Source: an optimization exercise on an open RTL-to-GDS flow (aim: small area, a short achievable clock period and few clock cycles). Production flows keep margins and buffers that such runs may drop. At most, simulation tests tie the RTL to the original design; equivalence was not proved. Function not checked in run 5: the RTL went through the layout flow alone.

==> design.v <==
module MFE(clk, reset, ready, busy, iaddr, idata, data_rd, addr, data_wr, wen);
input              clk, reset;
input              ready;
output reg         busy;
output reg  [13:0] iaddr;   
input       [ 7:0] idata;                          
input       [ 7:0] data_rd;                        
output reg  [13:0] addr;
output reg  [ 7:0] data_wr;
output reg         wen;
reg         [ 7:0] mat [8:0];
reg         [ 3:0] mat_rd_idx;                     
reg  signed [ 7:0] x_center;                        
reg  signed [ 7:0] y_center;                       
wire signed [ 1:0] dx = mat_rd_idx / 4'd3 - 4'd1;  
wire signed [ 1:0] dy = mat_rd_idx % 4'd3 - 4'd1;  
wire signed [ 7:0] x  = x_center + dx;
wire signed [ 7:0] y  = y_center + dy;
reg         [ 7:0] mat_for_sort [8:0];
reg         [ 3:0] sort_idx;
reg         [ 7:0] sort_a;
reg         [ 7:0] sort_b;
reg         [ 7:0] sort_c;
reg         [ 7:0] sort_s0;
reg         [ 7:0] sort_s1;
reg         [ 7:0] sort_s2;
parameter S_IDLE   =  0;
parameter S_RD_REQ =  1;
parameter S_RD_RES =  2;
parameter S_SORT_R =  3;
parameter S_SORT_C =  4;
parameter S_SORT_D =  5;
parameter S_SORT_E =  6;
parameter S_WR     =  7;
reg [2:0] state;
reg [2:0] n_state;
integer i;
task sort_2;
    input  [7:0] a, b;
    output [7:0] s0, s1;
    begin
        if (a < b) begin
            s0 = a;
            s1 = b;
        end
        else begin
            s0 = b;
            s1 = a;
        end
    end
endtask
task sort_3;
    input  [7:0] a, b, c;
    output [7:0] s0, s1, s2;
    begin
        if (a <= c && b <= c) begin
            s2 = c;
            sort_2(a, b, s0, s1);
        end
        else begin
            if (a <= b) begin  
                s2 = b;
                sort_2(a, c, s0, s1);
            end
            else begin
                s2 = a;
                sort_2(b, c, s0, s1);
            end
        end
    end
endtask
always @(posedge clk or posedge reset) begin
    if (reset)
        state <= S_IDLE;
    else
        state <= n_state;
end
always @(posedge clk or posedge reset) begin
    if (reset) begin
        busy <= 0;
        wen  <= 0;
    end
    else begin
        case (state)
            S_IDLE: begin
                busy <= 0;
                wen  <= 0;
            end
            S_RD_REQ: begin
                busy <= 1;
                wen  <= 0;
            end
            S_WR: begin
                wen  <= 1;
            end
            default: begin
            end
        endcase
    end
end
always @(posedge clk) begin
    case (state)
        S_IDLE: begin
            iaddr      <= 0;
            addr       <= 0;
            x_center   <= 0;
            y_center   <= 0;
            mat_rd_idx <= 0;
        end
        S_RD_REQ: begin
            if (!(x < 0 || x >= 128 || y < 0 || y >= 128)) begin
                iaddr <= (y << 7) | x;
            end
        end
        S_RD_RES: begin
            for (i = 0; i < 9-1; i = i + 1) begin
                mat[i]          <= mat[i+1];
                mat_for_sort[i] <= mat[i+1];
            end
            if (x < 0 || x >= 128 || y < 0 || y >= 128) begin
                mat[8]          <= 0;
                mat_for_sort[8] <= 0;
            end
            else begin
                mat[8]          <= idata;
                mat_for_sort[8] <= idata;
            end
            if (mat_rd_idx == 8) begin
                mat_rd_idx <= 6;
                sort_idx   <= 0;
            end
            else begin
                mat_rd_idx <= mat_rd_idx + 4'd1;
            end
        end
        S_SORT_R: begin
            case (sort_idx)
                0: begin
                    sort_a <= mat_for_sort[0];
                    sort_b <= mat_for_sort[1];
                    sort_c <= mat_for_sort[2];
                    sort_idx <= 1;
                end
                1: begin
                    mat_for_sort[0] <= sort_s0;
                    mat_for_sort[1] <= sort_s1;
                    mat_for_sort[2] <= sort_s2;
                    sort_a <= mat_for_sort[3];
                    sort_b <= mat_for_sort[4];
                    sort_c <= mat_for_sort[5];
                    sort_idx <= 2;
                end
                2: begin
                    mat_for_sort[3] <= sort_s0;
                    mat_for_sort[4] <= sort_s1;
                    mat_for_sort[5] <= sort_s2;
                    sort_a <= mat_for_sort[6];
                    sort_b <= mat_for_sort[7];
                    sort_c <= mat_for_sort[8];
                    sort_idx <= 3;
                end
                3: begin
                    mat_for_sort[6] <= sort_s0;
                    mat_for_sort[7] <= sort_s1;
                    mat_for_sort[8] <= sort_s2;
                    sort_idx <= 4;
                end
                default: begin
                end
            endcase
        end
        S_SORT_C: begin
            case (sort_idx)
                4: begin
                    sort_a <= mat_for_sort[0];
                    sort_b <= mat_for_sort[3];
                    sort_c <= mat_for_sort[6];
                    sort_idx <= 5;
                end
                5: begin
                    mat_for_sort[0] <= sort_s0;
                    mat_for_sort[3] <= sort_s1;
                    mat_for_sort[6] <= sort_s2;
                    sort_a <= mat_for_sort[1];
                    sort_b <= mat_for_sort[4];
                    sort_c <= mat_for_sort[7];
                    sort_idx <= 6;
                end
                6: begin
                    mat_for_sort[1] <= sort_s0;
                    mat_for_sort[4] <= sort_s1;
                    mat_for_sort[7] <= sort_s2;
                    sort_a <= mat_for_sort[2];
                    sort_b <= mat_for_sort[5];
                    sort_c <= mat_for_sort[8];
                    sort_idx <= 7;
                end
                7: begin
                    mat_for_sort[2] <= sort_s0;
                    mat_for_sort[5] <= sort_s1;
                    mat_for_sort[8] <= sort_s2;
                    sort_idx <= 8;
                end
                default: begin
                end
            endcase
        end
        S_SORT_D: begin
            case (sort_idx)
                8: begin
                    sort_a <= mat_for_sort[2];
                    sort_b <= mat_for_sort[4];
                    sort_c <= mat_for_sort[6];
                    sort_idx <= 9;
                end
                9: begin
                    mat_for_sort[2] <= sort_s0;
                    mat_for_sort[4] <= sort_s1;
                    mat_for_sort[6] <= sort_s2;
                    sort_idx <= 0;
                end
                default: begin
                end
            endcase
        end
        S_SORT_E: begin
            sort_3(sort_a, sort_b, sort_c, sort_s0, sort_s1, sort_s2);
        end
        S_WR: begin
            addr    <= (y_center << 7) | x_center;
            data_wr <= mat_for_sort[4];
            if (x_center == 127) begin
                x_center   <= 0;
                y_center   <= y_center + 8'd1;
                mat_rd_idx <= 0;
            end
            else begin
                x_center   <= x_center + 8'd1;
            end
        end
        default: begin
        end
    endcase
end
always @(*) begin
    n_state = S_IDLE;
    case (state)
        S_IDLE: begin
            if (ready)
                n_state = S_RD_REQ;
            else
                n_state = S_IDLE;
        end
        S_RD_REQ: begin
            n_state = S_RD_RES;
        end
        S_RD_RES: begin
            if (mat_rd_idx == 8)
                n_state = S_SORT_R;
            else
                n_state = S_RD_REQ;
        end
        S_SORT_R: begin
            if (sort_idx == 3)
                n_state = S_SORT_C;
            else
                n_state = S_SORT_E;
        end
        S_SORT_C: begin
            if (sort_idx == 7)
                n_state = S_SORT_D;
            else
                n_state = S_SORT_E;
        end
        S_SORT_D: begin
            if (sort_idx == 9)
                n_state = S_WR;
            else
                n_state = S_SORT_E;
        end
        S_SORT_E: begin
            if (sort_idx <= 3)
                n_state = S_SORT_R;
            else if (sort_idx <= 7)
                n_state = S_SORT_C;
            else
                n_state = S_SORT_D;
        end
        S_WR: begin
            if (x_center == 127 && y_center == 127)
                n_state = S_IDLE;
            else
                n_state = S_RD_REQ;
        end
        default: begin
        end
    endcase
end
endmodule
==> run.sh <==
#!/bin/bash
# synth_recipe.tcl (not shown) runs the flow's synth.tcl, then flattens the netlist and writes it again
# the make line also repeats each setting of config.mk as NAME=value (left out here)
make -C /OpenROAD-flow-scripts/flow DESIGN_CONFIG=/design/flow/config.mk WORK_HOME=/design/flow/orfs CLKGATE_MAP_FILE= SYNTH_SCRIPT=/design/flow/synth_recipe.tcl finish
==> config.mk <==
export PLATFORM = sky130hd
export DESIGN_NAME = MFE
export DESIGN_NICKNAME = MFE
export VERILOG_FILES = /design/flow/design.v
export SDC_FILE = /design/flow/constraint.sdc
export NUM_CORES = 4
export LEC_CHECK = 0
export CAP_MARGIN = 20
export CORE_MARGIN = 2
export CORE_UTILIZATION = 40
export SLEW_MARGIN = 20
==> constraint.sdc <==
create_clock -name core_clock -period 7.0 [get_ports {clk}]
set_input_delay 1.4000 -clock core_clock [delete_from_list [all_inputs] [get_ports {clk}]]
set_output_delay 1.4000 -clock core_clock [all_outputs]
set_load 0.01 [all_outputs]
==> impl_results.md, run 1 <==
* Area share of the largest cell type after synthesis at 56.6%
* Die Wd at 184 um
* Syn Inst Count at 1093
* CP cell instances: nor2b_2 -> inv_1 -> ha_1 -> and2b_1 -> a221o_1 -> inv_1 -> ha_1 -> or3b_1 -> a21oi_1 -> inv_1 -> ha_1 -> a21o_1 -> a21oi_1 -> o21bai_1 -> or3_1 -> a31oi_1 -> xnor2_1 -> buf_4 -> nand2_1 -> a211oi_2 -> buf_4
* Crit Path Category: reg2reg
* Die Height at 184 um
* WP data arrival at 6.20 ns
* Critical Path Source: mat_rd_idx[2]
* First-pass GRT wire length at 54600 um
* Startpoint types: flip-flop
* Vias per inst at 6.13
* Filler cells at 2856
* Status: complete, no violations
* Clock insertion delay at the later pin of the skew report at 0.54 ns
* Hold Vio Cnt, Final at 0
* Post-synthesis sequential area ratio at 57.6%
* Initial Util at 40.8%
* Hold Startpoint: mat[5][7]
* Mean post-synth cell area at 11.8 um2
* Top-count cell post-synth: edfxtp_1
* # diodes at 0
* RSZ-0062 raised after global routing: false
* YS warnings at 3
* DRT antenna net count at 0
* Area delta synth->final at 14.6%
* Period utilisation layout at 85.2%
* Synth area leaders: edfxtp_1, a221o_1, ha_1, nand2_1, nor2_1
* Root Buffer: clkbuf_16
* WP data required at 7.24 ns
* Clock sinks at 249
* Hold_ws at 0.443 ns
* Post-route setup TNS at 0 ns
* Core area at 31700 um2
* Initial antenna violation count at 1
* Hold crit path type: reg2reg
* Commonest cells post-synth: edfxtp_1, nand2_1, nor2_1, a21oi_1, a221o_1
* EDFF count, synth at 244
* Max Cap Violations at 0
* Die ar. at 33800 um2
* Wire length per cell at 23.3 um
* GPL Wtd Cong at 0.838
* CTS Hold Bufs at 0
* Critical path depth at 21
* Vias at 9519
* CP max-delay cell: edfxtp_1
* Placed Area at 13900 um2
* Max Slew Vio Count at 0
* DRC errors left at 0
* Num CTS Buffers at 27
* GRT Total Usage at 21.3%
* WHS Path Cells at 0
* Slew headroom at 16.6%
* Cell variety after synth at 62
* Drt total wl at 36200 um
* Final worst path period need at 5.97 ns
* 1st-iter DRT viols at 1101
* Area leader, netlist: edfxtp_1
* Vias in the first global route at 9065
* Peak Freq at 168 MHz
* IO Pins at 57
* Clk buf depth at 3
* Worst Setup End Kind: flip-flop
* Worst slew pin tran at 1.24 ns
* FF-to-FF Start: mat_rd_idx[2]
* CP bufs+invs at 5
* Ys async rst share at 2.01%
* Share of cells above drive strength 1 at 9.73%
* Main flop type after synthesis: edfxtp_1
* DP Wirelength at 23400 um
* FF+latch count, synth at 249
* TritonCTS clock tree: done
* Crit path capture: iaddr[4]
* Setup violations, final at 0
* Site row count at 65
* CTS-repair resized insts at 0
* Post-layout net count at 1202
* Crit path max-delay family: compound AO/OA/AOI/OAI gates
* Largest net degree at the start of global routing at 72
* Crit-path max FO at 14
* Skew final at 0.0102 ns
* Synthesized cell area at 12900 um2
* Grt total ovfl at 0
* Port Buffer Count at 48
* Worst Reg-to-Reg Cells at 21
* Largest stage delay on the critical path at 0.50 ns
* Reg2Reg Setup Slack at 1.03 ns
* DR pass1 iterations at 7
* Htree depth at 1
* Post-CTS Setup Inserts at 0
* CTS clock-pin slew for the worst setup and hold paths at 0.06 ns
* Worst R2R End: iaddr[4]
* Design area at 14800 um2
* Mapped Nets at 1164
[layout by cell type, fill, tap and decap left out, types with 5 or more instances in the layout]
| master | synthesis | layout |
|---|---|---|
| a31oi_1 | 11 | 11 |
| o21ai_0 | 36 | 35 |
| clkdlybuf4s50_1 | 0 | 48 |
| a21oi_1 | 67 | 66 |
| and3_1 | 45 | 45 |
| a22oi_1 | 9 | 9 |
| o21a_1 | 5 | 5 |
| clkbuf_16 | 0 | 27 |
| bufinv_16 | 0 | 5 |
| nand4_1 | 6 | 6 |
| dfrtp_1 | 5 | 5 |
| a21o_1 | 11 | 11 |
| a311oi_1 | 8 | 8 |
| a211oi_1 | 9 | 7 |
| clkinv_2 | 0 | 6 |
| a32oi_1 | 8 | 8 |
| nor2b_1 | 7 | 7 |
| nand2_1 | 122 | 121 |
| o21ai_1 | 5 | 5 |
| o22ai_1 | 10 | 10 |
| nand3_1 | 15 | 15 |
| nand2b_1 | 6 | 6 |
| nor2_1 | 95 | 92 |
| a221oi_1 | 20 | 20 |
| and2_1 | 11 | 11 |
| a221o_1 | 63 | 63 |
| mux2i_1 | 17 | 17 |
| a222oi_1 | 6 | 6 |
| xnor2_1 | 14 | 14 |
| ha_1 | 50 | 49 |
| buf_4 | 0 | 23 |
| edfxtp_1 | 244 | 244 |
| xor2_1 | 10 | 10 |
| inv_1 | 33 | 32 |
| mux2_4 | 8 | 8 |
| or3_1 | 10 | 10 |
| a22o_1 | 15 | 15 |
| mux2_2 | 11 | 11 |
[metrics by stage]
step	utilization, %	setup WS [ns]	std cells
2_1_floorplan	-	1.36	1093
3_3_place_gp	43.8	1.20	1504
3_5_place_dp	43.8	1.07	1504
4_1_cts	46.7	1.03	1553
5_1_grt	46.8	0.655	1553
6_report	46.8	1.03	1553
[cells by family after synthesis]
logic type | share of synthesized area (%)
AO/OA/AOI/OAI | 16.9
XOR/XNOR | 2.13
adder cells (fa/ha/maj) | 5.14
buffers and inverters | 2.96
flip-flops | 57.6
multiplexers | 3.20
AND/OR/NAND/NOR | 12.1
[final cells by class]
cell class / instances / area (um2) / share of cell area (%)
flip-flops and latches: 249 / 7450 / 50.2
well taps: 402 / 503 / 3.39
clock buffers: 30 / 687 / 4.63
repair buffers: 71 / 653 / 4.40
inverters: 35 / 131 / 0.886
multi-input cells: 747 / 5160 / 34.8
clock inverters: 19 / 240 / 1.62
[worst min-delay path by stage]
stage	end	slack, ns
final	mat[4][7]	0.44
after global routing	mat[4][3]	0.46
after floorplan	mat[4][0]	0.42
after global placement	mat[4][2]	0.43
after CTS	mat[4][3]	0.45
after detailed placement	mat[4][7]	0.43
[worst reg2reg max path, stage by stage, from the launching register on]
cell	delay, ns
edfxtp_1	0.50
nor2b_2	0.32
inv_1	0.11
ha_1	0.27
and2b_1	0.20
a221o_1	0.14
inv_1	0.05
ha_1	0.17
or3b_1	0.41
a21oi_1	0.48
inv_1	0.27
ha_1	0.34
a21o_1	0.16
a21oi_1	0.23
o21bai_1	0.13
or3_1	0.32
a31oi_1	0.21
xnor2_1	0.45
buf_4	0.31
nand2_1	0.08
a211oi_2	0.27
buf_4	0.25
[registers in the layout, summed over array words and instances (netlist names), 4 cells and up]
register / count
sort_a: 8
y_center: 8
sort_s0: 8
mat: 64
x_center: 8
mat_rd_idx: 4
mat_for_sort: 72
sort_c: 8
addr: 14
iaddr: 14
sort_idx: 4
sort_s2: 8
sort_s1: 8
data_wr: 8
sort_b: 8
[per-layer routing]
metal  up-vias  part of all wire, %  global-route usage (%)
met5         -                    0                       0
met3        87                   10                    4.77
met1      4653                   43                    30.6
met4         0                  3.1                    7.65
met2       469                   44                    31.7
li1       4310                    -                       -
Testbench counts, summed over its fixed seeds: cycles 3,158,040.
==> inputs of run 2 (changes only) <==
==> design.v (replaced) <==
module MFE(clk, reset, ready, busy, iaddr, idata, data_rd, addr, data_wr, wen);
input              clk, reset;
input              ready;
output reg         busy;
output reg  [13:0] iaddr;
input       [ 7:0] idata;
input       [ 7:0] data_rd;
output reg  [13:0] addr;
output reg  [ 7:0] data_wr;
output reg         wen;
reg        run;         
reg  [1:0] ph;          
reg  [2:0] v;           
reg        first;       
reg        done_rd;     
wire [6:0] rrow = iaddr[13:7];
wire [6:0] rcol = iaddr[6:0];
wire       pix_ok = !((ph == 2'd0 && rrow == 7'd127) || (ph == 2'd2 && rrow == 7'd0));
reg  [7:0] r0, r1, r2;                
reg  [7:0] c0l, c0m, c0h;             
reg  [7:0] c1l, c1m, c1h;             
reg  [7:0] c2l, c2m, c2h;             
reg  [7:0] L, M, H;
reg        hz;                        
reg        s_c0;                      
reg        s_lmh;                     
reg        col0_r, col1_r;            
reg        cm_new, cm_old;            
wire       mnew = cm_new, mold = cm_old;
wire ab = r2 > r1, ac = r2 > r0, bc = r1 > r0;
wire [7:0] s_lo = ab ? (bc ? r0 : r1) : (ac ? r0 : r2);
wire [7:0] s_hi = ab ? (ac ? r2 : r0) : (bc ? r1 : r0);
wire [7:0] s_md = ab ? (bc ? r1 : (ac ? r0 : r2)) : (ac ? r2 : (bc ? r0 : r1));
wire l_ab = (c2l > c1l) & ~mold;
wire l_ac = ((c2l > c0l) | mnew) & ~mold;
wire l_bc = (c1l > c0l) | mnew;
wire [7:0] l_max = l_ab ? (l_ac ? c2l : c0l) : (l_bc ? c1l : c0l);
wire m_ab = (c2m > c1m) & ~mold;
wire m_ac = ((c2m > c0m) | mnew) & ~mold;
wire m_bc = (c1m > c0m) | mnew;
wire [7:0] m_med = m_ab ? (m_bc ? c1m : (m_ac ? c0m : c2m)) : (m_ac ? c2m : (m_bc ? c0m : c1m));
wire h_ab = c2h > c1h, h_ac = c2h > c0h, h_bc = c1h > c0h;
wire [7:0] h_min = h_ab ? (h_bc ? c0h : c1h) : (h_ac ? c0h : c2h);
wire f_ab = L > M;
wire f_ac = (L > H) | hz;
wire f_bc = (M > H) | hz;
wire [7:0] f_med = f_ab ? (f_bc ? M : (f_ac ? H : L)) : (f_ac ? L : (f_bc ? H : M));
always @(posedge clk) begin
    r0 <= pix_ok ? idata : 8'd0;
    r1 <= r0;
    r2 <= r1;
    c0l <= s_lo; c0m <= s_md; c0h <= s_hi;
    if (s_c0) begin
        c1l <= c0l; c1m <= c0m; c1h <= c0h;
        c2l <= c1l; c2m <= c1m; c2h <= c1h;
    end
    L <= l_max; M <= m_med; H <= h_min;
    hz <= mnew | mold;
    data_wr <= f_med;
end
reg s_r;
always @(posedge clk or posedge reset) begin
    if (reset) begin
        run     <= 1'b0;
        busy    <= 1'b0;
        wen     <= 1'b0;
        ph      <= 2'd0;
        s_r     <= 1'b0;
        s_c0    <= 1'b0;
        s_lmh   <= 1'b0;
        first   <= 1'b0;
        done_rd <= 1'b0;
    end else begin
        s_r   <= run && ph == 2'd2;
        s_c0  <= s_r;
        s_lmh <= s_c0 && !first;
        wen   <= s_lmh;
        if (s_c0) first <= 1'b0;
        if (!busy) begin
            if (ready) begin
                busy  <= 1'b1;
                run   <= 1'b1;
                ph    <= 2'd1;
                first <= 1'b1;
                done_rd <= 1'b0;
            end
        end else begin
            if (run) begin
                ph <= (ph == 2'd2) ? 2'd0 : ph + 2'd1;
                if (ph == 2'd2 && done_rd) run <= 1'b0;
                if (ph == 2'd2 && rcol == 7'd127 && rrow == 7'd0) done_rd <= 1'b1;
            end
            if (wen && addr == 14'd16383) busy <= 1'b0;
        end
    end
end
always @(posedge clk) begin
    col0_r <= rcol == 7'd0;
    col1_r <= rcol == 7'd1;
    if (s_r) begin
        cm_new <= col0_r;
        cm_old <= col1_r;
    end
end
always @(posedge clk) begin
    if (!busy) begin
        iaddr <= 14'd16256;
        addr  <= 14'd0;
        if (ready) iaddr <= 14'd16256 + 14'd128;
    end else begin
        if (ph == 2'd2) iaddr <= iaddr + 14'd16129;    
        else            iaddr <= iaddr + 14'd128;      
        if (wen) addr <= addr + 14'd1;
    end
end
endmodule
==> run 2 against run 1 <==
  * Still clean on timing, DRC and antenna
  * Via count down 31%
  * Core utilization down 0.35 points
  * Maximum frequency up 99%
  * Critical endpoint is now data_wr[0]
==> impl_results.md, run 2 <==
* Crit Path Category: reg2reg
* Post-synthesis sequential area ratio at 43.0%
* FF+latch count, synth at 171
* DP Wirelength at 14800 um
* Largest net degree at the start of global routing at 50
* Post-route setup TNS at 0 ns
* Die ar. at 24800 um2
* Ys async rst share at 5.85%
* TritonCTS clock tree: done
* Top-count cell post-synth: ha_1
* Commonest cells post-synth: ha_1, dfxtp_1, inv_1, edfxtp_1, a21oi_1
* DRT antenna net count at 0
* Share of cells above drive strength 1 at 7.88%
* Area share of the largest cell type after synthesis at 22.1%
* # diodes at 0
* WP data required at 7.31 ns
* Vias in the first global route at 6399
* Htree depth at 4
* CTS clock-pin slew for the worst setup and hold paths at 0.07 ns
* Hold crit path type: reg2reg
* YS warnings at 1
* Crit-path max FO at 9
* Hold_ws at 0.361 ns
* Most frequent cells in the layout: ha_1, dfxtp_1, inv_1
* Top flop regs: addr (14), iaddr (14)
* Setup violations, final at 0
* Port Buffer Count at 48
* Worst slew pin tran at 1.07 ns
* Slew headroom at 28.7%
* Area delta synth->final at 14.7%
* Main flop type after synthesis: dfxtp_1
* Startpoint types: flip-flop
* Num CTS Buffers at 17
* Synth area leaders: dfxtp_1, edfxtp_1, ha_1, mux2i_1, inv_1
* Grt total ovfl at 0
* Mapped Nets at 1035
* Die Height at 157 um
* Vias at 6610
* Core area at 23300 um2
* IO Pins at 57
* Initial Util at 40.5%
* Post-CTS Setup Inserts at 0
* Syn Inst Count at 889
* CTS-repair resized insts at 0
* GPL Wtd Cong at 0.835
* Cell variety after synth at 72
* Commonest non-fill, non-tap cell in the layout: ha_1
* Wire length per cell at 15.5 um
* WP data arrival at 3.31 ns
* Worst Setup End Kind: flip-flop
* Initial antenna violation count at 1
* Skew final at 0.0110 ns
* Area leader, netlist: dfxtp_1
* Max Slew Vio Count at 0
* Root Buffer: clkbuf_16
* Clk buf depth at 2
* Synthesized cell area at 9420 um2
* Final worst path period need at 2.99 ns
* Die Wd at 157 um
* Hold Vio Cnt, Final at 0
* Clock insertion delay at the later pin of the skew report at 0.43 ns
* DRC errors left at 0
* 1st-iter DRT viols at 345
* EDFF count, synth at 57
* CTS Hold Bufs at 0
* Period utilisation layout at 42.8%
* RSZ-0062 raised after global routing: false
* Status: complete, no violations
* Vias per inst at 5.20
* DR pass1 iterations at 6
* Peak Freq at 334 MHz
* Clock sinks at 171
* GRT Total Usage at 16.6%
* First-pass GRT wire length at 32400 um
* Max Cap Violations at 0
* Drt total wl at 19700 um
* Site row count at 56
* Mean post-synth cell area at 10.6 um2
* Post-layout net count at 1085
## run 2: cell families (layout without fill, tap and decap cells)
kind of cell	count (synthesis)	after routing	share of synthesized area (%)
simple gates	206	206	12.3
compound gates	202	202	15.4
flops	171	171	43.0
fa+ha+maj	127	127	16.9
buf+inv	113	176	5.06
mux	48	48	5.36
xor+xnor	22	22	2.05
## run 2: final timing paths
kind | startpoint | to | slack (ns) | cells after the start
max | H[1] | data_wr[0] | 4.01 | 10
min | s_lmh | wen | 0.36 | 0
max reg2reg | H[1] | data_wr[0] | 4.01 | 10
min reg2reg | s_lmh | wen | 0.36 | 0
max in group asynchronous | reset | s_c0 | 5.44 | 2
min in group asynchronous | reset | s_r | 1.24 | 2
## run 2: cell type report
cell class / instances / area [um2]
sequential: 171 / 4050
clock inverter: 12 / 150
tap: 319 / 399
timing repair buffer: 50 / 495
clock buffer: 20 / 457
fill: 2192 / 12500
inverter: 94 / 353
multi-input combinational: 605 / 4890
## run 2: critical path, cell delays in order, from the launching register on
cell and delay [ns]:
dfxtp_1 0.34, inv_1 0.08, ha_1 0.30, nor2b_1 0.13, o211ai_1 0.15, a21oi_1 0.09
o22ai_1 0.17, buf_4 0.25, nor2b_1 0.86, mux2i_1 0.20, mux2_2 0.31
## run 2: metal layers
| metal | share of wire (%) | track usage (%) | up-vias |
|---|---|---|---|
| li1 | - | - | 3367 |
| met1 | 51 | 23.3 | 3100 |
| met2 | 44 | 25.9 | 125 |
| met3 | 3.5 | 3.14 | 18 |
| met4 | 1.6 | 4.89 | 0 |
| met5 | 0 | 0 | - |
## run 2: through the flow
| stage | cell area, um2 | setup slack, ns | utilization [%] | std cells |
|---|---|---|---|---|
| floorplan | 9420 | 4.70 | - | 889 |
| global placement | 10200 | 4.07 | 43.8 | 1239 |
| detailed placement | 10200 | 4.04 | 43.8 | 1239 |
| CTS | 10800 | 4.01 | 46.4 | 1271 |
| global route | 10800 | 3.81 | 46.4 | 1271 |
| finish | 10800 | 4.01 | 46.4 | 1271 |
Testbench counts of run 2, summed over its fixed seeds: cycles 393,280.
==> inputs of run 3 (changes only) <==
==> design.v (replaced) <==
module MFE(clk, reset, ready, busy, iaddr, idata, data_rd, addr, data_wr, wen);
input              clk, reset;
input              ready;
output reg         busy;
output reg  [13:0] iaddr;
input       [ 7:0] idata;
input       [ 7:0] data_rd;
output reg  [13:0] addr;
output reg  [ 7:0] data_wr;
output reg         wen;
reg  [1:0] ph;
reg  [1:0] pcnt;        
wire [6:0] rrow = iaddr[13:7];
wire [6:0] rcol = iaddr[6:0];
wire       p_first  = (ph == 2'd1);
wire       p_second = (ph == 2'd2);
wire       p_third  = (ph == 2'd0);
wire       pix_ok = !((p_third && rrow == 7'd127) || (p_second && rrow == 7'd0));
wire       zcol = (rcol == 7'd2) && !p_second;
reg  [7:0] r0;
reg  [7:0] q0, q1, q2;                 
wire       ce0 = (r0 < q0) | p_first;
wire       ce1 = (r0 < q1) | !p_third;
always @(posedge clk) begin
    r0 <= pix_ok ? idata : 8'd0;
    q0 <= ce0 ? r0 : q0;
    q1 <= ce0 ? q0 : (ce1 ? r0 : q1);
    q2 <= ce1 ? q1 : r0;
end
reg  [23:0] P, Q;
always @(posedge clk) begin
    Q <= P;
    P <= p_first ? {q2, q1, q0} : Q;
end
wire [7:0] vl = zcol ? 8'd0 : Q[ 7: 0];
wire [7:0] vm = zcol ? 8'd0 : Q[15: 8];
wire [7:0] vh = zcol ? 8'd0 : Q[23:16];
reg  [7:0] L, H, mn, mx;
wire gtL = vl > L;
wire ltH = vh < H;
wire gtm = vm > mn;
wire ltx = vm < mx;
always @(posedge clk) begin
    if (p_first | gtL) L <= vl;
    if (p_first | ltH) H <= vh;
    if (p_first) begin
        mn <= vm;
        mx <= vm;
    end else if (p_second) begin
        if (!gtm) mn <= vm;
        if (!ltx) mx <= vm;
    end else begin
        if (gtm) mn <= ltx ? vm : mx;
    end
end
wire f_ab = L > mn, f_ac = L > H, f_bc = mn > H;
wire [7:0] f_med = f_ab ? (f_bc ? mn : (f_ac ? H : L)) : (f_ac ? L : (f_bc ? H : mn));
always @(posedge clk) begin
    if (p_first) data_wr <= f_med;
end
always @(posedge clk or posedge reset) begin
    if (reset) begin
        busy <= 1'b0;
        wen  <= 1'b0;
        ph   <= 2'd0;
        pcnt <= 2'd0;
    end else begin
        wen <= busy && p_first && pcnt == 2'd3 && !(wen && addr == 14'd16383);
        if (!busy) begin
            ph   <= 2'd0;
            pcnt <= 2'd0;
            if (ready) begin
                busy <= 1'b1;
                ph   <= 2'd1;
            end
        end else begin
            ph <= p_second ? 2'd0 : ph + 2'd1;
            if (p_first && pcnt != 2'd3) pcnt <= pcnt + 2'd1;
            if (wen && addr == 14'd16383) busy <= 1'b0;
        end
    end
end
always @(posedge clk) begin
    if (!busy) begin
        iaddr <= ready ? 14'd16256 + 14'd128 : 14'd16256;
    end else begin
        iaddr <= iaddr + (p_second ? 14'd16129 : 14'd128);
    end
    addr <= iaddr - 14'd3;
end
endmodule
--- a/config.mk
+++ b/config.mk
@@ -10,2 +10,3 @@
 export CORE_UTILIZATION = 40
+export SETUP_SLACK_MARGIN = 4.5
 export SLEW_MARGIN = 20
==> run 3 against run 2 <==
  * First-iteration DRC count decreased by 10%
  * Design area decreased by 15%
  * Global-route usage up 0.43 points
  * Wire length fell by 19%
  * Setup slack gained 0.11 ns
  * Die area decreased by 23%
  * Clock-buffer cell count increased by 1
  * Critical path type unchanged
  * Largest cell class is now sequential cells
==> impl_results.md, run 3 <==
* Top-count cell post-synth: dfxtp_1
* Filler cells at 1546
* CTS clock-pin slew for the worst setup and hold paths at 0.06 ns
* WP data arrival at 3.06 ns
* Max Cap Violations at 0
* WP data required at 7.17 ns
* Clock sinks at 154
* Ys async rst share at 3.90%
* First-pass GRT wire length at 25900 um
* GRT Total Usage at 17.0%
* Htree depth at 4
* Mean post-synth cell area at 11.5 um2
* Core area at 17800 um2
* DR pass1 iterations at 7
* Die Wd at 138 um
* Post-Synth Simple-Gate Area at 10.4%
* Startpoint types: flip-flop
* Commonest non-fill, non-tap cell in the layout: dfxtp_1
* Post-synthesis mux area share at 6.65%
* Period utilisation layout at 41.2%
* Hold Vio Cnt, Final at 0
* Main flop type after synthesis: dfxtp_1
* # diodes at 0
* Worst Setup End Kind: flip-flop
* Largest net degree at the start of global routing at 39
* Grt total ovfl at 0
* FF+latch count, synth at 154
* Initial antenna violation count at 0
* Num CTS Buffers at 17
* DRT antenna net count at 0
* Worst slew pin tran at 0.539 ns
* Post-route setup TNS at 0 ns
* Post-layout net count at 827
* Port Buffer Count at 48
* Mapped Nets at 729
* GPL Wtd Cong at 0.923
* Xor and xnor area share after synthesis at 3.03%
* Die Height at 138 um
* IO Pins at 57
* Post-synthesis compound-gate area fraction at 11.2%
* Peak Freq at 346 MHz
* EDFF count, synth at 56
* Post-layout worst setup margin at 4.11 ns
* Clk buf depth at 2
* Vias at 5020
* Drt total wl at 15900 um
* Crit Path Category: reg2reg
* Syn Inst Count at 629
* RSZ-0062 raised after global routing: true
* Setup violations, final at 0
* Site row count at 49
* Dpl ws at 3.33 ns
* Cell variety after synth at 57
* Final worst path period need at 2.89 ns
* Post-synthesis adder-cell area fraction at 14.0%
* Commonest cells post-synth: dfxtp_1, ha_1, inv_1, edfxtp_1, mux2_2
* YS warnings at 1
* Area delta synth->final at 27.2%
* Synth area leaders: dfxtp_1, edfxtp_1, ha_1, mux2_2, and2_1
* Vias per inst at 5.18
* Combinational family with the most area after synthesis: adder cells
* Synthesized cell area at 7230 um2
* 1st-iter DRT viols at 310
* Initial Util at 40.5%
* Area leader, netlist: dfxtp_1
* Wire length per cell at 16.4 um
* Vias in the first global route at 5110
* Most frequent cells in the layout: dfxtp_1, ha_1, edfxtp_1
* TritonCTS clock tree: done
* Crit-path max FO at 7
* Area share of the largest cell type after synthesis at 25.5%
* Max Slew Vio Count at 0
* DRC errors left at 0
* DP Wirelength at 11300 um
* Skew final at 0.0119 ns
* Clock insertion delay at the later pin of the skew report at 0.42 ns
* Top flop regs: P (24), Q (24)
* Slew headroom at 64.0%
* Post-synthesis sequential area ratio at 50.8%
* Die ar. at 19200 um2
* Status: complete, no violations
* Root Buffer: clkbuf_16
* Hold crit path type: reg2reg
* Share of cells above drive strength 1 at 25.9%
## run 3: changes by cell type after synthesis, moves of 10 or more
cell / delta
o221ai_1: -10
dfxtp_1: -12
mux2i_1: -33
ha_1: -46
a21oi_1: -17
nor2_1: -17
nor2b_1: -14
o221a_2: -14
nand4_1: -16
o22ai_1: -19
inv_1: -33
mux2_2: +31
and2_1: +13
o21a_1: -11
## run 3: cell families (layout without fill, tap and decap cells)
group                    Yosys count  after routing
AO/OA/AOI/OAI                    117            117
buffers and inverters             73            183
flip-flops                       154            154
multiplexers                      43             43
XOR/XNOR                          25             25
AND/OR/NAND/NOR                  136            137
adder cells (fa/ha/maj)           81             81
## run 3: metal layers
layer,global-route usage [%],wire [um],share of wire (%)
met4,6.71,297,1.9
met3,3.74,542,3.4
met2,29.5,7980,50
met5,0,0,0
met1,20.7,7100,45
## run 3: layout make-up
class | count | area (um2) | area share [%]
inverter | 61 | 233 | 2.53
clock buffer | 21 | 450 | 4.90
multi-input combinational | 403 | 3610 | 39.2
clock inverter | 11 | 121 | 1.32
tap | 229 | 287 | 3.12
timing repair buffer | 90 | 777 | 8.45
sequential | 154 | 3720 | 40.4
## run 3: worst paths after layout
path	cells after the start	end	slack, ns	startpoint
setup / recovery	13	mn[4]	4.11	ph[0]
hold / removal	0	Q[22]	0.32	P[22]
setup reg to reg	13	mn[4]	4.11	ph[0]
hold reg to reg	0	Q[22]	0.32	P[22]
max in group asynchronous	2	busy	5.60	reset
min in group asynchronous	2	ph[0]	1.20	reset
## run 3: worst max-delay path, cell delays in order, from the launching register on
cell and delay (ns):
dfrtp_1 0.37, inv_2 0.06, ha_4 0.18, nor3b_4 0.26, nand2_4 0.10, and2_4 0.18
ha_4 0.21, a21o_1 0.15, a21o_1 0.16, a21oi_2 0.16, a211oi_2 0.11, a41oi_4 0.25
buf_12 0.16, mux2_4 0.29
## run 3: timing repair
action / CTS / global route
gates resized for setup: 122 / 32
setup buffers: 22 / 19
pin swaps: 15 / 9
endpoints found under the setup margin: 103 / 79
hold buffers: 0 / 0
cloned: 1 / 0
## run 3: per-stage QoR
step	cell area (um2)	utilization (%)	hold WS (ns)	cells
2_1_floorplan	7340	-	0.310	629
3_3_place_gp	8050	45.1	0.310	895
3_5_place_dp	8050	45.1	0.312	895
4_1_cts	9020	50.6	0.324	950
5_1_grt	9200	51.5	0.328	969
6_report	9200	51.5	0.323	969
Testbench counts of run 3, summed over its fixed seeds: cycles 393,296.
==> inputs of run 4 (changes only) <==
--- a/config.mk
+++ b/config.mk
@@ -10,3 +10,2 @@
 export CORE_UTILIZATION = 40
-export SETUP_SLACK_MARGIN = 4.5
 export SLEW_MARGIN = 20
==> run 4 against run 3 <==
  * Still clean on timing, DRC and antenna
  * Area after synthesis unchanged
  * Non-clock buffer count down 41
  * Via count down 4.5%
  * Core utilization decreased by 3.7 points
  * Sequential share of layout area grew 2.6 points
  * Design area decreased by 7.3%
  * Register-to-register slack lost 1.8 ns
  * Worst hold slack improved by 0.0015 ns
  * Setup slack lost 1.8 ns
  * First-iteration DRC count increased by 6.1%
==> impl_results.md, run 4 <==
* Status: complete, no violations
* Vias in the first global route at 4823
* Site row count at 49
* Mean post-synth cell area at 11.5 um2
* Clock sinks at 154
* Vias per inst at 5.17
* Root Buffer: clkbuf_16
* Area leader, netlist: dfxtp_1
* GRT Total Usage at 16.0%
* DRT antenna net count at 0
* DR pass1 iterations at 5
* Cell variety after synth at 57
* Htree depth at 4
* Share of cells above drive strength 1 at 11.2%
* Worst Reg-to-Reg Cells at 11
* FF-to-FF Start: ph[0]
* Worst R2R End: mn[1]
* Post-synthesis sequential area ratio at 50.8%
* Top-count cell post-synth: dfxtp_1
* Post-synthesis compound-gate area fraction at 11.2%
* Area delta synth->final at 18.0%
* First-pass GRT wire length at 24500 um
* Hold_ws at 0.324 ns
* Startpoint types: flip-flop
* Wire length per cell at 16.1 um
* Setup violations, final at 0
* EDFF count, synth at 56
* Main flop type after synthesis: dfxtp_1
* 1st-iter DRT viols at 329
* Post-layout net count at 785
* Combinational family with the most area after synthesis: adder cells
* RSZ-0062 raised after global routing: false
* Hold Vio Cnt, Final at 0
* Mapped Nets at 729
* CTS-repair resized insts at 0
* Clock insertion delay at the later pin of the skew report at 0.42 ns
* Critical Path Source: ph[0]
* WHS Endpoint: Q[4]
* Grt total ovfl at 0
* Fin cells at 927
* Max Slew Vio Count at 0
* GPL Wtd Cong at 0.896
* Post-synthesis mux area share at 6.65%
* Die ar. at 19200 um2
* CTS clock-pin slew for the worst setup and hold paths at 0.06 ns
* Initial antenna violation count at 0
* Ys async rst share at 3.90%
* Dpl cells at 895
* Core area at 17800 um2
* Max Cap Violations at 0
* Commonest non-fill, non-tap cell in the layout: dfxtp_1
* IO Pins at 57
* Die Wd at 138 um
* Num CTS Buffers at 17
* WHS Path Cells at 0
* Crit Path Category: reg2reg
* DP Wirelength at 11300 um
* Post-CTS Setup Inserts at 0
* Top flop regs: P (24), Q (24)
* DRC errors left at 0
* Drt total wl at 14900 um
* Synth area leaders: dfxtp_1, edfxtp_1, ha_1, mux2_2, and2_1
* Post-route setup TNS at 0 ns
* Skew final at 0.00698 ns
* Syn Inst Count at 629
* Die Height at 138 um
* # diodes at 0
* Vias at 4794
* Post-Synth Simple-Gate Area at 10.4%
* Slew headroom at 33.7%
* Most frequent cells in the layout: dfxtp_1, ha_1, inv_1
* WP data required at 7.04 ns
* Reg2Reg Setup Slack at 2.36 ns
* Final worst path period need at 4.64 ns
* Crit-path max FO at 23
* TritonCTS clock tree: done
* Area share of the largest cell type after synthesis at 25.5%
* Worst slew pin tran at 0.995 ns
* YS warnings at 1
* Initial Util at 40.5%
* Hold Startpoint: P[4]
* WP data arrival at 4.68 ns
* Hold crit path type: reg2reg
* Largest net degree at the start of global routing at 39
* Xor and xnor area share after synthesis at 3.03%
* Peak Freq at 215 MHz
* Worst Setup End Kind: flip-flop
* FF+latch count, synth at 154
* Clk buf depth at 2
* Commonest cells post-synth: dfxtp_1, ha_1, inv_1, edfxtp_1, mux2_2
* CTS Hold Bufs at 0
* Port Buffer Count at 48
* Synthesized cell area at 7230 um2
* Period utilisation layout at 66.3%
* Post-synthesis adder-cell area fraction at 14.0%
[run 4: cell counts after synthesis]
Identical to the previous run, type by type.
[run 4: layer usage]
| metal | up-vias | part of all wire, % | track usage [%] |
|---|---|---|---|
| li1 | 2380 | - | - |
| met1 | 2269 | 45 | 20.2 |
| met2 | 117 | 48 | 26.5 |
| met3 | 28 | 4.0 | 3.67 |
| met4 | 0 | 2.6 | 7.09 |
| met5 | - | 0 | 0 |
[run 4: layout make-up]
type,instances,area (um2)
clock buffers,23,499
clock inverters,9,82.6
fillers,1571,9310
inverters,61,229
multi-input cells,402,3270
flip-flops and latches,154,3670
well taps,229,287
repair buffers,49,488
[run 4: worst max path at each step]
stage                  to  slack, ns  depth (start not counted)
floorplan           mn[0]       3.58                         12
global placement    mn[4]       2.64                         11
detailed placement  mn[5]       2.45                         11
CTS                 mn[2]       2.43                         11
global route        mn[1]       2.09                         11
finish              mn[1]       2.36                         11
[run 4: cells by family after synthesis]
| kind of cell | after synthesis |
|---|---|
| AO/OA/AOI/OAI | 117 |
| adder cells (fa/ha/maj) | 81 |
| AND/OR/NAND/NOR | 136 |
| multiplexers | 43 |
| buffers and inverters | 73 |
| flip-flops | 154 |
| XOR/XNOR | 25 |
[run 4: per-stage QoR]
step | utilization, % | area [um2] | worst slack, ns
detailed placement | 44.5 | 7950 | 2.45
global placement | 44.5 | 7950 | 2.64
finish | 47.8 | 8530 | 2.36
global route | 47.8 | 8530 | 2.09
floorplan | - | 7230 | 3.58
CTS | 47.8 | 8530 | 2.43
[run 4: worst max-delay path, stage by stage, from the launching register on]
cell and delay (ns):
dfrtp_1 0.37, inv_1 0.09, ha_1 0.39, nor3b_1 0.53, nand2_1 0.49, and2_1 0.40
ha_1 0.35, a211oi_1 0.28, o21ai_0 0.15, a31o_2 0.23, o21ai_0 0.22, mux2i_1 0.77
==> inputs of run 5 (changes only) <==
==> design.v (replaced) <==
module MFE(clk, reset, ready, busy, iaddr, idata, data_rd, addr, data_wr, wen);
input              clk, reset;
input              ready;
output reg         busy;
output reg  [13:0] iaddr;
input       [ 7:0] idata;
input       [ 7:0] data_rd;
output reg  [13:0] addr;
output reg  [ 7:0] data_wr;
output reg         wen;
function gt8;
    input [7:0] a, b;
    begin
        gt8 = a > b;
    end
endfunction
reg        p_first, p_second, p_third;
reg  [1:0] pcnt;        
reg        zcol;        
reg        znew;        
wire [6:0] rrow = iaddr[13:7];
wire [6:0] rcol = iaddr[6:0];
wire       pix_ok = !((p_third && rrow == 7'd127) || (p_second && rrow == 7'd0));
reg  [7:0] r0;
reg  [7:0] q0, q1, q2;                 
wire       ce0 = gt8(q0, r0) | p_first;
wire       ce1 = gt8(q1, r0) | !p_third;
always @(posedge clk) begin
    r0 <= pix_ok ? idata : 8'd0;
    q0 <= ce0 ? r0 : q0;
    q1 <= ce0 ? q0 : (ce1 ? r0 : q1);
    q2 <= ce1 ? q1 : r0;
end
reg  [23:0] P, Q;
always @(posedge clk) begin
    Q <= P;
    P <= p_first ? {q2, q1, q0} : Q;
end
wire [7:0] ql = Q[ 7: 0];
wire [7:0] qm = Q[15: 8];
wire [7:0] qh = Q[23:16];
wire [7:0] vl = zcol ? 8'd0 : ql;
wire [7:0] vh = zcol ? 8'd0 : qh;
reg  [7:0] L, H, M;
wire gtL = gt8(ql, L) & ~zcol;
wire ltH = gt8(H, qh) | zcol;
wire [7:0] ma = qm, mb = P[15:8], mc = q1;
wire m_ab = gt8(ma, mb) & ~zcol;
wire m_ac = (gt8(ma, mc) | znew) & ~zcol;
wire m_bc = gt8(mb, mc) | znew;
wire [7:0] m_med = m_ab ? (m_bc ? mb : (m_ac ? mc : ma)) : (m_ac ? ma : (m_bc ? mc : mb));
always @(posedge clk) begin
    if (p_first | gtL) L <= vl;
    if (p_first | ltH) H <= vh;
    if (p_first) M <= m_med;
end
wire f_ab = gt8(L, M), f_ac = gt8(L, H), f_bc = gt8(M, H);
wire [7:0] f_med = f_ab ? (f_bc ? M : (f_ac ? H : L)) : (f_ac ? L : (f_bc ? H : M));
always @(posedge clk) begin
    data_wr <= f_med;
end
always @(posedge clk or posedge reset) begin
    if (reset) begin
        busy     <= 1'b0;
        wen      <= 1'b0;
        p_first  <= 1'b0;
        p_second <= 1'b0;
        p_third  <= 1'b1;
        pcnt     <= 2'd0;
    end else begin
        wen <= busy && p_first && pcnt == 2'd3;
        if (!busy) begin
            pcnt <= 2'd0;
            if (ready) begin
                busy     <= 1'b1;
                p_first  <= 1'b1;
                p_third  <= 1'b0;
            end
        end else begin
            p_first  <= p_third;
            p_second <= p_first;
            p_third  <= p_second;
            if (p_first && pcnt != 2'd3) pcnt <= pcnt + 2'd1;
            if (wen && addr == 14'd16383) begin
                busy     <= 1'b0;
                p_first  <= 1'b0;
                p_second <= 1'b0;
                p_third  <= 1'b1;
            end
        end
    end
end
always @(posedge clk) begin
    zcol <= (p_second && rcol == 7'd1) || (p_third && rcol == 7'd2);
    znew <= rcol == 7'd1;
    if (!busy && !ready) iaddr <= 14'd16256;
    else                 iaddr <= iaddr + (p_second ? 14'd16129 : 14'd128);
    addr <= iaddr - 14'd3;
end
endmodule
--- a/config.mk
+++ b/config.mk
@@ -10,2 +10,4 @@
 export CORE_UTILIZATION = 40
+export CTS_BUF_LIST = sky130_fd_sc_hd__clkbuf_4 sky130_fd_sc_hd__clkbuf_8
+export SETUP_SLACK_MARGIN = 4.5
 export SLEW_MARGIN = 20
==> run 5 against run 4 <==
  * Non-clock buffer count up 31
  * Worst hold slack better by 0.0034 ns
  * First-iteration DRC count is 25% lower
  * Sequential cell count is 5 lower
  * Clock skew up 0.0051 ns
  * Largest cell class is now multi-input gates
==> impl_results.md, run 5 <==
* Met1 Usage GRT at 21.5%
* Filler cells at 1645
* 1st-iter DRT viols at 248
* IO Pins at 57
* Die ar. at 19300 um2
* CP max-delay cell: dfxtp_1
* Die Wd at 139 um
* Worst Reg-to-Reg Cells at 10
* GPL Wtd Cong at 0.840
* Commonest cells post-synth: dfxtp_1, ha_1, inv_1, nor2_1, edfxtp_1
* Hold Startpoint: P[22]
* Post-layout net count at 877
* Htree depth at 4
* Ys async rst share at 4.70%
* CP cell instances: clkdlybuf4s15_1
* DP Wirelength at 11800 um
* Critical path depth at 1
* Largest stage delay on the critical path at 0.37 ns
* Worst R2R End: M[0]
* Gr busiest metal: met2
* Initial antenna violation count at 0
* Site row count at 49
* Most frequent cells in the layout: ha_1, dfxtp_1, inv_1
* Vias per inst at 5.18
* DRT antenna net count at 0
* Post-route setup TNS at 0 ns
* YS warnings at 1
* Skew final at 0.0121 ns
* First-pass GRT wire length at 26300 um
* WHS Endpoint: Q[22]
* DR pass1 iterations at 4
* Startpoint types: flip-flop
* Vias in the first global route at 5299
* TritonCTS clock tree: done
* Worst slew pin tran at 0.668 ns
* EDFF count, synth at 40
* CP bufs+invs at 1
* Core area at 17900 um2
* Root Buffer: clkbuf_8
* GRT Total Usage at 17.1%
* Top flop regs: P (24), Q (24)
* FF+latch count, synth at 149
* Wire length per cell at 16.2 um
* RSZ-0062 raised after global routing: true
* Reg2Reg Setup Slack at 4.55 ns
* Hold Vio Cnt, Final at 0
* CTS Hold Bufs at 0
* Initial Util at 40.7%
* DRC errors left at 0
* Vias at 5226
* Port Buffer Count at 48
* Die Height at 139 um
* Grt total ovfl at 0
* Clock sinks at 149
* Synthesized cell area at 7290 um2
* Post-layout util at 49.3%
* FF-to-FF Start: q1[3]
* Syn Inst Count at 679
* Final worst path period need at 2.46 ns
* Share of cells above drive strength 1 at 22.2%
* Peak Freq at 407 MHz
* Period utilisation layout at 35.1%
* Area share of the largest cell type after synthesis at 28.0%
* Post-synthesis sequential area ratio at 46.9%
* # diodes at 0
* Commonest non-fill, non-tap cell in the layout: ha_1
* Mean post-synth cell area at 10.7 um2
* Clock insertion delay at the later pin of the skew report at 0.44 ns
* Main flop type after synthesis: dfxtp_1
* Max Cap Violations at 0
* Crit path max-delay family: flip-flops
* Hold crit path type: reg2reg
* Met3 GRT Util at 3.69%
* Drt total wl at 16300 um
* Met2 usage at 28.3%
* Cell variety after synth at 59
* Area leader, netlist: dfxtp_1
* Worst Setup End Kind: output pin
* Crit Path Category: reg2out
* Clk buf depth at 2
* Slew headroom at 55.0%
* Num CTS Buffers at 17
* CTS clock-pin slew for the worst setup and hold paths at 0.08 ns
* Largest net degree at the start of global routing at 48
* Status: complete, no violations
* WP data required at 5.60 ns
* WHS Path Cells at 0
* Setup violations, final at 0
* Area delta synth->final at 21.1%
* Crit-path max FO at 2
* Max Slew Vio Count at 0
* Hold_ws at 0.328 ns
* Mapped Nets at 790
* WP data arrival at 1.06 ns
* Synth area leaders: dfxtp_1, edfxtp_1, ha_1, mux2_2, inv_1
* Top-count cell post-synth: dfxtp_1
==> run 5: how the worst max path moves through the flow <==
stage / start / end / slack (ns)
after global routing: H[7] / data_wr[7] / 4.44
after CTS: iaddr[2] / iaddr[2] / 4.43
final: addr[7] / addr[7] / 4.54
after global placement: r0[1] / q1[4] / 4.09
after floorplan: q1[6] / M[0] / 4.71
after detailed placement: r0[5] / q1[4] / 4.05
==> run 5: repair_timing <==
item                       CTS  global route
resized for setup          109            50
buffers inserted            13            18
setup endpoints to repair   70            55
pin swaps                    1            14
==> run 5: cells by family after synthesis <==
family	synth area share, %
AND/OR/NAND/NOR	12.3
multiplexers	6.03
AO/OA/AOI/OAI	11.7
buffers and inverters	4.27
flip-flops	46.9
adder cells (fa/ha/maj)	15.8
XOR/XNOR	3.00
==> run 5: final cells by class <==
type | count | area [um2] | share of cell area, %
Inverter | 68 | 255 | 2.89
Timing Repair Buffer | 80 | 706 | 8.00
Clock buffer | 21 | 270 | 3.06
Multi-Input combinational cell | 450 | 3720 | 42.2
Sequential cell | 149 | 3490 | 39.5
Tap cell | 229 | 287 | 3.25
Clock inverter | 11 | 98.8 | 1.12
==> run 5: per-layer routing <==
layer | share of wire, % | vias to the layer above | wire length [um]
li1 | - | 2589 | -
met1 | 46 | 2491 | 7460
met2 | 47 | 113 | 7730
met3 | 4.3 | 33 | 706
met4 | 2.8 | 0 | 457
met5 | 0 | - | 0
==> run 5: stage by stage <==
stage | area, um2 | worst slack (ns) | instances
global route | 8820 | 4.44 | 1008
global placement | 8010 | 4.09 | 945
floorplan | 7290 | 4.71 | 679
detailed placement | 8010 | 4.05 | 945
CTS | 8570 | 4.43 | 990
finish | 8820 | 4.54 | 1008
==> inputs of run 6 (changes only) <==
--- a/design.v
+++ b/design.v
@@ -12,4 +12,18 @@
     input [7:0] a, b;
+    reg [7:0] g1, e1;
+    reg [3:0] g2, e2;
+    reg [1:0] g3, e3;
+    integer i;
     begin
-        gt8 = a > b;
+        g1 = a & ~b;
+        e1 = a | ~b;
+        for (i = 0; i < 4; i = i + 1) begin
+            g2[i] = g1[2*i+1] | (e1[2*i+1] & g1[2*i]);
+            e2[i] = g1[2*i+1] | (e1[2*i+1] & e1[2*i]);
+        end
+        for (i = 0; i < 2; i = i + 1) begin
+            g3[i] = g2[2*i+1] | (e2[2*i+1] & g2[2*i]);
+            e3[i] = g2[2*i+1] | (e2[2*i+1] & e2[2*i]);
+        end
+        gt8 = g3[1] | (e3[1] & g3[0]);
     end
--- a/config.mk
+++ b/config.mk
@@ -7,2 +7,3 @@
 export LEC_CHECK = 0
+export ABC_AREA = 1
 export CAP_MARGIN = 20
==> run 6 against run 5 <==
  * Critical path type unchanged
  * Area after synthesis is 2.6% higher
  * Maximum frequency is 1.9% lower
  * Sequential share of layout area is 0.27 points higher
  * Critical path depth stayed put
  * Clock-buffer cell count is 2 lower
  * Global-route usage is 2.0 points higher
  * First-iteration DRC count is 73% higher
  * Sequential cell count stayed put
  * Non-clock buffer count is 15 lower
  * Design area is 1.0% lower
==> impl_results.md, run 6 <==
* Skew final at 0.0131 ns
* Num CTS Buffers at 17
* YS warnings at 1
* Top-count cell post-synth: nand2_1
* CP bufs+invs at 1
* Crit Path Category: reg2out
* Post-layout util at 47.2%
* Vias at 6625
* Die Wd at 141 um
* Initial antenna violation count at 1
* Commonest non-fill, non-tap cell in the layout: nand2_1
* Filler cells at 1870
* CTS clock-pin slew for the worst setup and hold paths at 0.09 ns
* First-pass GRT wire length at 29900 um
* Top flop regs: P (24), Q (24)
* Post-route setup TNS at 0 ns
* CP cell instances: clkdlybuf4s15_1
* Share of cells above drive strength 1 at 10.4%
* Commonest cells post-synth: nand2_1, inv_1, dfxtp_1, nand3_1, o21ai_0
* DRC errors left at 0
* Status: complete, no violations
* Placed Area at 8140 um2
* Dpl ws at 4.19 ns
* WP data arrival at 1.10 ns
* Max Slew Vio Count at 0
* Vias per inst at 4.99
* Setup violations, final at 0
* Wire length per cell at 13.9 um
* Largest net degree at the start of global routing at 61
* Die Height at 141 um
* Clk buf depth at 2
* Initial Util at 40.4%
* DRT antenna net count at 0
* Cell variety after synth at 46
* Area leader, netlist: dfxtp_1
* TritonCTS clock tree: done
* DR pass1 iterations at 5
* Post-layout net count at 1110
* Max Cap Violations at 0
* DP Wirelength at 13200 um
* Port Buffer Count at 48
* IO Pins at 57
* FF+latch count, synth at 149
* Vias in the first global route at 6053
* WP data required at 5.60 ns
* Grt total ovfl at 0
* Mean post-synth cell area at 7.36 um2
* Area share of the largest cell type after synthesis at 27.3%
* Mapped Nets at 1048
* 1st-iter DRT viols at 428
* Clock sinks at 149
* Hold crit path type: reg2reg
* Period utilisation layout at 35.8%
* Worst Setup End Kind: output pin
* Crit-path max FO at 2
* Peak Freq at 399 MHz
* GPL Wtd Cong at 0.886
* CTS Hold Bufs at 0
* Startpoint types: flip-flop
* Crit path max-delay family: flip-flops
* Clock insertion delay at the later pin of the skew report at 0.45 ns
* Area delta synth->final at 16.7%
* Dpl cells at 1279
* Hold_ws at 0.328 ns
* Synthesized cell area at 7480 um2
* Ys async rst share at 4.70%
* Fin cells at 1327
* Core area at 18500 um2
* Slew headroom at 56.9%
* Hold Vio Cnt, Final at 0
* Most frequent cells in the layout: nand2_1, inv_1, nand3_1
* Post-layout worst setup margin at 4.50 ns
* RSZ-0062 raised after global routing: true
* Design area at 8730 um2
* CP max-delay cell: dfrtp_2
* Drt total wl at 18400 um
* Largest stage delay on the critical path at 0.43 ns
* Worst slew pin tran at 0.645 ns
* Site row count at 50
* EDFF count, synth at 40
* Syn Inst Count at 1017
* Post-synthesis sequential area ratio at 45.7%
* Synth area leaders: dfxtp_1, edfxtp_1, nand2_1, inv_1, nand3_1
* Main flop type after synthesis: dfxtp_1
* GRT Total Usage at 19.1%
* Final worst path period need at 2.50 ns
* Htree depth at 4
* Root Buffer: clkbuf_8
* Die ar. at 19800 um2
[run 6: path summary, 6_finish.rpt]
check	startpoint	end	slack, ns	depth (start not counted)
max	busy	busy	4.50	1
min	P[21]	Q[21]	0.33	0
max reg2reg	r0[7]	q1[3]	4.69	8
min reg2reg	P[21]	Q[21]	0.33	0
max in group asynchronous	reset	p_third	5.54	2
min in group asynchronous	reset	pcnt[0]	1.19	2
[run 6: layer usage]
layer	wire (um)	GRT usage, %	up-vias
met1	8630	25.4	3009
met4	295	6.63	0
met3	821	3.40	28
met2	8640	31.3	149
li1	-	-	3439
met5	0	0	-
[run 6: cell families (layout without fill, tap and decap cells)]
family | count (synthesis) | after routing | synth area share [%]
AO/OA/AOI/OAI | 146 | 146 | 11.4
adder cells (fa/ha/maj) | 12 | 12 | 2.01
buffers and inverters | 168 | 243 | 9.01
AND/OR/NAND/NOR | 528 | 528 | 30.3
flip-flops | 149 | 149 | 45.7
other | 0 | 1 | 0
XOR/XNOR | 14 | 14 | 1.64
[run 6: layout make-up]
class	count	area, um2	area share, %
Antenna cell	1	2.50	0.0287
Clock buffer	19	249	2.85
Clock inverter	13	196	2.25
Inverter	146	548	6.28
Multi-Input combinational cell	700	3390	38.9
Sequential cell	149	3470	39.8
Tap cell	234	293	3.35
Timing Repair Buffer	65	577	6.60
[run 6: repair_timing]
item / in CTS / in global routing
pin swaps: 0 / 0
resized for setup: 96 / 22
setup buffers: 3 / 12
setup endpoints to repair: 46 / 35
endpoints found under the hold margin: 0 / 0
Testbench counts of run 6, summed over its fixed seeds: cycles 393,296.
==> inputs of run 7 (changes only) <==
--- a/config.mk
+++ b/config.mk
@@ -7,3 +7,2 @@
 export LEC_CHECK = 0
-export ABC_AREA = 1
 export CAP_MARGIN = 20
==> run 7 against run 6 <==
  * Clock-buffer cell count grew 2
  * Core utilization grew 7.1 points
  * Global-route usage shrank 1.4 points
  * Critical endpoint is now H[4]
  * Via count shrank 24%
  * Still clean
  * Sequential cell count is the same
  * Register-to-register slack lost 1.0 ns
  * Sequential share of layout area grew 0.26 points
  * Clock skew is essentially flat
==> impl_results.md, run 7 <==
* Vias per inst at 5.18
* Register Area at 3470 um2
* Status: complete, no violations
* Die Height at 132 um
* Clk buf depth at 2
* Commonest non-fill, non-tap cell in the layout: dfxtp_1
* Num CTS Buffers at 17
* Max Slew Vio Count at 0
* Commonest cells post-synth: dfxtp_1, inv_1, nor2_1, edfxtp_1, nand2_1
* Mean post-synth cell area at 10.4 um2
* Hold crit path type: reg2reg
* Port Buffer Count at 48
* Crit-path max FO at 8
* Synth area leaders: dfxtp_1, edfxtp_1, maj3_1, inv_1, nor2_1
* Post-synthesis sequential area ratio at 51.8%
* Setup violations, final at 0
* EDFF count, synth at 40
* Htree depth at 4
* Die ar. at 17500 um2
* Initial antenna violation count at 1
* Placed Area at 7400 um2
* Max Cap Violations at 0
* Top flop regs: P (24), Q (24)
* Hold Vio Cnt, Final at 0
* Area leader, netlist: dfxtp_1
* CTS clock-pin slew for the worst setup and hold paths at 0.08 ns
* WL met2 at 7600 um
* Filler cells at 1434
* Clock insertion delay at the later pin of the skew report at 0.46 ns
* Post-layout util at 54.2%
* # diodes at 0
* Xor and xnor area share after synthesis at 3.05%
* Area delta synth->final at 31.6%
* Post-synthesis mux area share at 5.69%
* Ys async rst share at 4.70%
* Post-layout net count at 777
* Routed wl met3 at 628 um
* Fin cells at 975
* Synthesized cell area at 6600 um2
* Peak Freq at 301 MHz
* Drt total wl at 15500 um
* Post-Synth Simple-Gate Area at 13.7%
* Slew headroom at 46.0%
* Vias in the first global route at 4904
* Worst slew pin tran at 0.803 ns
* Period utilisation layout at 47.4%
* Skew final at 0.0131 ns
* Multi-input gate area at 3320 um2
* Core area at 16000 um2
* Most frequent cells in the layout: dfxtp_1, inv_1, buf_4
* Initial Util at 41.2%
* Post-layout worst setup margin at 3.68 ns
* Site row count at 46
* Hold_ws at 0.323 ns
* Post-route setup TNS at 0 ns
* Top-count cell post-synth: dfxtp_1
* Largest net degree at the start of global routing at 53
* Syn Inst Count at 635
* DRC errors left at 0
* WP data arrival at 3.52 ns
* Startpoint types: flip-flop
* Design area at 8680 um2
* DP Wirelength at 10300 um
* First-pass GRT wire length at 24400 um
* Post-synthesis adder-cell area fraction at 6.81%
* Share of cells above drive strength 1 at 31.1%
* Wire length per cell at 15.9 um
* WP data required at 7.20 ns
* TritonCTS clock tree: done
* 1st-iter DRT viols at 270
* Mapped Nets at 666
* RSZ-0062 raised after global routing: true
* DRT antenna net count at 0
* YS warnings at 1
* Worst Setup End Kind: flip-flop
* Vias at 5047
* Top Layer Used: met5
* Final worst path period need at 3.32 ns
* Dpl ws at 3.59 ns
* Post-synthesis compound-gate area fraction at 14.8%
* Crit Path Category: reg2reg
* GPL Wtd Cong at 0.876
* M1 wire length at 7050 um
* Main flop type after synthesis: dfxtp_1
* Grt total ovfl at 0
* CTS Hold Bufs at 0
* IO Pins at 57
* Dpl cells at 884
* DR pass1 iterations at 4
* Cell variety after synth at 66
* Area share of the largest cell type after synthesis at 31.0%
* Combinational family with the most area after synthesis: compound AO/OA/AOI/OAI gates
* FF+latch count, synth at 149
* Clock sinks at 149
* Die Wd at 132 um
* Root Buffer: clkbuf_8
* GRT Total Usage at 17.6%
==> run 7: repair_timing <==
item                       4_1_cts  5_1_grt
buffers inserted                33       25
resized for setup              134       52
setup endpoints to repair       97       74
gates cloned                     1        0
pin swaps                       14       21
==> run 7: cell type report <==
cell class	count	share of cell area, %
tap	216	3.11
multi-input combinational	413	38.3
clock buffer	21	3.19
inverter	58	2.51
clock inverter	11	1.46
timing repair buffer	107	11.4
sequential	149	40.0
==> run 7: critical path, stage by stage, from the launching register on <==
cell and delay [ns]:
edfxtp_1 0.39, nor2b_4 0.14, maj3_2 0.29, maj3_2 0.32
maj3_2 0.32, maj3_2 0.29, maj3_2 0.29, maj3_2 0.30
maj3_2 0.30, or3_4 0.41
==> run 7: metal layers <==
layer / GRT usage [%] / vias up
li1: - / 2507
met1: 22.3 / 2416
met2: 28.9 / 97
met3: 4.29 / 25
met4: 7.35 / 2
met5: 0 / -
==> run 7: worst paths after layout <==
| path | start | to | slack [ns] | depth (start not counted) |
|---|---|---|---|---|
| max | H[0] | H[4] | 3.68 | 9 |
| min | P[7] | Q[7] | 0.32 | 0 |
| max reg2reg | H[0] | H[4] | 3.68 | 9 |
| min reg2reg | P[7] | Q[7] | 0.32 | 0 |
| max in group asynchronous | reset | p_third | 5.57 | 2 |
| min in group asynchronous | reset | pcnt[0] | 1.16 | 2 |
==> run 7: logic make-up after synthesis <==
logic type      count (synthesis)
fa+ha+maj                      41
buf+inv                        74
mux                            35
flops                         149
compound gates                135
xor+xnor                       23
simple gates                  178

==> port drivers added, routing unchanged <==
In the flow no input, the clock included, has a driving cell. The finished layouts below were timed again as built, in two steps. Step 1: set_driving_cell puts a clkbuf_16 on clk and a buf_2 on each other input, an assumption about the parent block. Step 2 adds t to the input delays and takes it off the output delays; t is the mean of the earliest and latest rising clock arrival at the registers after step 1. Input paths then give back, and output paths get back, about the clock's delay inside the block. Slacks: no drivers / after step 1 / after step 2; pairs: no drivers / after step 1.
run	t (ns)	setup slack, ns	hold slack, ns	worst setup path at the end	worst slew at a driven data input, ns
run 1	0.589	1.034 / 1.034 / 1.034	0.443 / 0.443 / 0.443	register to register	0.04
run 2	0.467	4.006 / 4.006 / 4.006	0.361 / 0.361 / 0.361	register to register	0.04
run 3	0.461	4.113 / 4.113 / 4.113	0.323 / 0.323 / 0.323	register to register	0.03
run 4	0.457	2.359 / 2.359 / 2.359	0.324 / 0.324 / 0.324	register to register	0.03
run 5	0.475	4.542 / 4.502 / 4.452	0.328 / 0.328 / 0.328	input to register	0.04
run 6	0.478	4.495 / 4.459 / 4.206	0.328 / 0.328 / 0.328	input to register	0.03
run 7	0.487	3.680 / 3.680 / 3.680	0.323 / 0.323 / 0.323	register to register	0.03
After both steps setup and hold are still met in every run listed. The setup slack of run 6, which loses most, moves by -0.036 ns with the drivers and by -0.289 ns with both steps.
